Context: an optimization exercise on an open-source flow, tuned for small area and a short achievable clock period. The choices shown serve that exercise and are no tape-out recipe.
Function was checked by simulation only, so behaviour that the tests miss may differ from the original.
No activity file was given, so power comes from the tool's default toggle rates.

==> flow/design.v (excerpt) <==
module CannyEdge(dAddrRegRow, dAddrRegCol, bWE, bCE, InData, OutData,
	OPMode, bOPEnable, dReadReg, dWriteReg,	clk, rst_b);
Size in the first run: ~1,500 cells after synthesis, roughly 38 I/O pins, roughly 22,000 um2 of cells after synthesis.
export LEC_CHECK = 0
export CAP_MARGIN = 20
export CORE_MARGIN = 2
export CORE_UTILIZATION = 40
export SLEW_MARGIN = 20
create_clock -name core_clock -period 10.0 [get_ports {clk}]
standard.sh (not shown) runs the stock make flow with config.mk's settings and CLKGATE_MAP_FILE= SYNTH_SCRIPT=/design/flow/synth_recipe.tcl, a recipe that flattens the netlist after the stock synthesis.
==> flow/flow/run.sh <==
#!/bin/bash
# Layout flow: the standard flow (standard.sh), unchanged synthesis, plus
#  1. fapol.py on the synthesized netlist: full adders are self-dual, so
#     each fa cell may be fed complemented inputs and give complemented
#     outputs; fapol picks the polarities that need the fewest inverters
#     and rewrites the netlist (registers and ports untouched).
#  2. port buffers of a plain buffer cell (buf_2) instead of the default pick,
#  3. the resizer's setup margin raised (at CTS and global routing) so
#     repair_timing keeps shortening the critical paths past the 10 ns
#     constraint,
#  4. a clock tree of smaller buffers and no dummy loads.
# Each tool's output goes to a log file in this folder.
set -u
R=orfs/results/${FLOW_PLATFORM:-sky130hd}/CannyEdge/base
export BUFFER_PORTS_ARGS="-buffer_cell sky130_fd_sc_hd__buf_2"
export SETUP_SLACK_MARGIN=${MARGIN:-6.2}
export CTS_ARGS="-sink_clustering_enable -repair_clock_nets -dont_use_dummy_load -buf_list sky130_fd_sc_hd__clkbuf_8 -sink_clustering_size 16 -sink_clustering_max_diameter 60"
bash standard.sh synth > synth.log 2>&1 || exit 1
if python3 flow/fapol.py $R/1_2_yosys.v $R/1_2_yosys_fapol.v > fapol.log 2>&1; then
  cp $R/1_2_yosys.v $R/1_2_yosys_std.v
  cp $R/1_2_yosys_fapol.v $R/1_2_yosys.v
  rm -f $R/1_synth.odb $R/1_synth.sdc
fi
# floorplan and placement without the raised margin; CTS and routing with it
SETUP_SLACK_MARGIN=0 bash standard.sh place > place.log 2>&1 || exit 1
bash standard.sh > standard.log 2>&1
Other scripts of this flow, unchanged in this note and not shown: flow/flow/fapol.py
The starting point completed with no timing, DRC or antenna violations.
Change:
--- a/flow/flow/run.sh
+++ b/flow/flow/run.sh
@@ -6,7 +6,6 @@
 #     and rewrites the netlist (registers and ports untouched).
 #  2. port buffers of a plain buffer cell (buf_2) instead of the default pick,
-#  3. the resizer's setup margin raised (at CTS and global routing) so
-#     repair_timing keeps shortening the critical paths past the 10 ns
-#     constraint,
+#  3. the resizer's setup margin raised so repair_timing keeps shortening
+#     the critical paths past the 10 ns constraint,
 #  4. a clock tree of smaller buffers and no dummy loads.
 # Each tool's output goes to a log file in this folder.
@@ -14,5 +13,5 @@
 R=orfs/results/${FLOW_PLATFORM:-sky130hd}/CannyEdge/base
 export BUFFER_PORTS_ARGS="-buffer_cell sky130_fd_sc_hd__buf_2"
-export SETUP_SLACK_MARGIN=${MARGIN:-6.2}
+export SETUP_SLACK_MARGIN=${MARGIN:-6.4}
 export CTS_ARGS="-sink_clustering_enable -repair_clock_nets -dont_use_dummy_load -buf_list sky130_fd_sc_hd__clkbuf_8 -sink_clustering_size 16 -sink_clustering_max_diameter 60"
 bash standard.sh synth > synth.log 2>&1 || exit 1
@@ -22,5 +21,3 @@
   rm -f $R/1_synth.odb $R/1_synth.sdc
 fi
-# floorplan and placement without the raised margin; CTS and routing with it
-SETUP_SLACK_MARGIN=0 bash standard.sh place > place.log 2>&1 || exit 1
 bash standard.sh > standard.log 2>&1
--- a/flow/config.mk
+++ b/flow/config.mk
@@ -6,4 +6,5 @@
 export NUM_CORES = 4
 export LEC_CHECK = 0
+export ABC_AREA = 1
 export CAP_MARGIN = 20
 export CORE_MARGIN = 2
Via count climbs by 12%.
Clock skew climbs by 0.0042 ns.
Routed wire length climbs by 6.8%.
Maximum frequency climbs by about 4%.
Change:
--- a/flow/flow/run.sh
+++ b/flow/flow/run.sh
@@ -13,5 +13,5 @@
 R=orfs/results/${FLOW_PLATFORM:-sky130hd}/CannyEdge/base
 export BUFFER_PORTS_ARGS="-buffer_cell sky130_fd_sc_hd__buf_2"
-export SETUP_SLACK_MARGIN=${MARGIN:-6.4}
+export SETUP_SLACK_MARGIN=${MARGIN:-6.0}
 export CTS_ARGS="-sink_clustering_enable -repair_clock_nets -dont_use_dummy_load -buf_list sky130_fd_sc_hd__clkbuf_8 -sink_clustering_size 16 -sink_clustering_max_diameter 60"
 bash standard.sh synth > synth.log 2>&1 || exit 1
Effect:
- The changed run completed with no timing, DRC or antenna violations
- first-iteration DRC count falls by 1.5%
- area after synthesis stays the same
- non-clock buffer count falls by 112
- worst setup slack degrades by 0.15 ns
- worst hold slack barely changes
- design area shrinks by 6.2%
- die area stays the same
Change:
--- a/flow/flow/run.sh
+++ b/flow/flow/run.sh
@@ -13,5 +13,5 @@
 R=orfs/results/${FLOW_PLATFORM:-sky130hd}/CannyEdge/base
 export BUFFER_PORTS_ARGS="-buffer_cell sky130_fd_sc_hd__buf_2"
-export SETUP_SLACK_MARGIN=${MARGIN:-6.0}
+export SETUP_SLACK_MARGIN=${MARGIN:-6.2}
 export CTS_ARGS="-sink_clustering_enable -repair_clock_nets -dont_use_dummy_load -buf_list sky130_fd_sc_hd__clkbuf_8 -sink_clustering_size 16 -sink_clustering_max_diameter 60"
 bash standard.sh synth > synth.log 2>&1 || exit 1
--- a/flow/config.mk
+++ b/flow/config.mk
@@ -6,7 +6,7 @@
 export NUM_CORES = 4
 export LEC_CHECK = 0
-export ABC_AREA = 1
 export CAP_MARGIN = 20
 export CORE_MARGIN = 2
 export CORE_UTILIZATION = 40
 export SLEW_MARGIN = 20
+export TNS_END_PERCENT = 30
Effect:
- first-iteration DRC count rose by 15%
- flip-flop and latch count is unchanged
- routed wire length falls by 5.9%
- sequential share of layout area shrinks by 0.55 points
Change:
--- a/flow/config.mk
+++ b/flow/config.mk
@@ -10,3 +10,3 @@
 export CORE_UTILIZATION = 40
 export SLEW_MARGIN = 20
-export TNS_END_PERCENT = 30
+export TNS_END_PERCENT = 10
Effect: Worst hold slack stays flat; sequential share of layout area rises by 0.35 points; total power rises by 1.4%; worst setup slack is worse by 0.12 ns; wire length rises by 4.1%; core utilization falls by 0.42 points; die area is unchanged.

separate check: timing with driven ports:
In the flow no input, the clock included, has a driving cell. The finished layouts below were timed again as built, in two steps. Step 1 assumes that a clkbuf_16 drives the clock port and a buf_2 every other input. Step 2 adds t to the input delays and takes it off the output delays; t is the mean of the earliest and latest rising clock arrival at the registers after step 1. Input paths then give back, and output paths get back, about the clock's delay inside the block. Three values: ideal, step 1, step 2; two values: the first two.
run | t, ns | setup slack, ns | clock arrival spread, ns
the first run | 0.698 | 6.033 / 6.033 / 5.544 | 0.059 / 0.059
the second run | 0.671 | 6.187 / 6.187 / 5.718 | 0.058 / 0.058
the third run | 0.683 | 6.040 / 6.040 / 5.495 | 0.135 / 0.135
the fourth run | 0.649 | 6.134 / 6.134 / 5.513 | 0.063 / 0.063
the fifth run | 0.683 | 6.012 / 6.012 / 5.499 | 0.078 / 0.078
After both steps setup and hold are still met in every run listed. The setup slack of the fourth run, which loses most, moves by 0.000 ns with the drivers and by -0.621 ns with both steps.
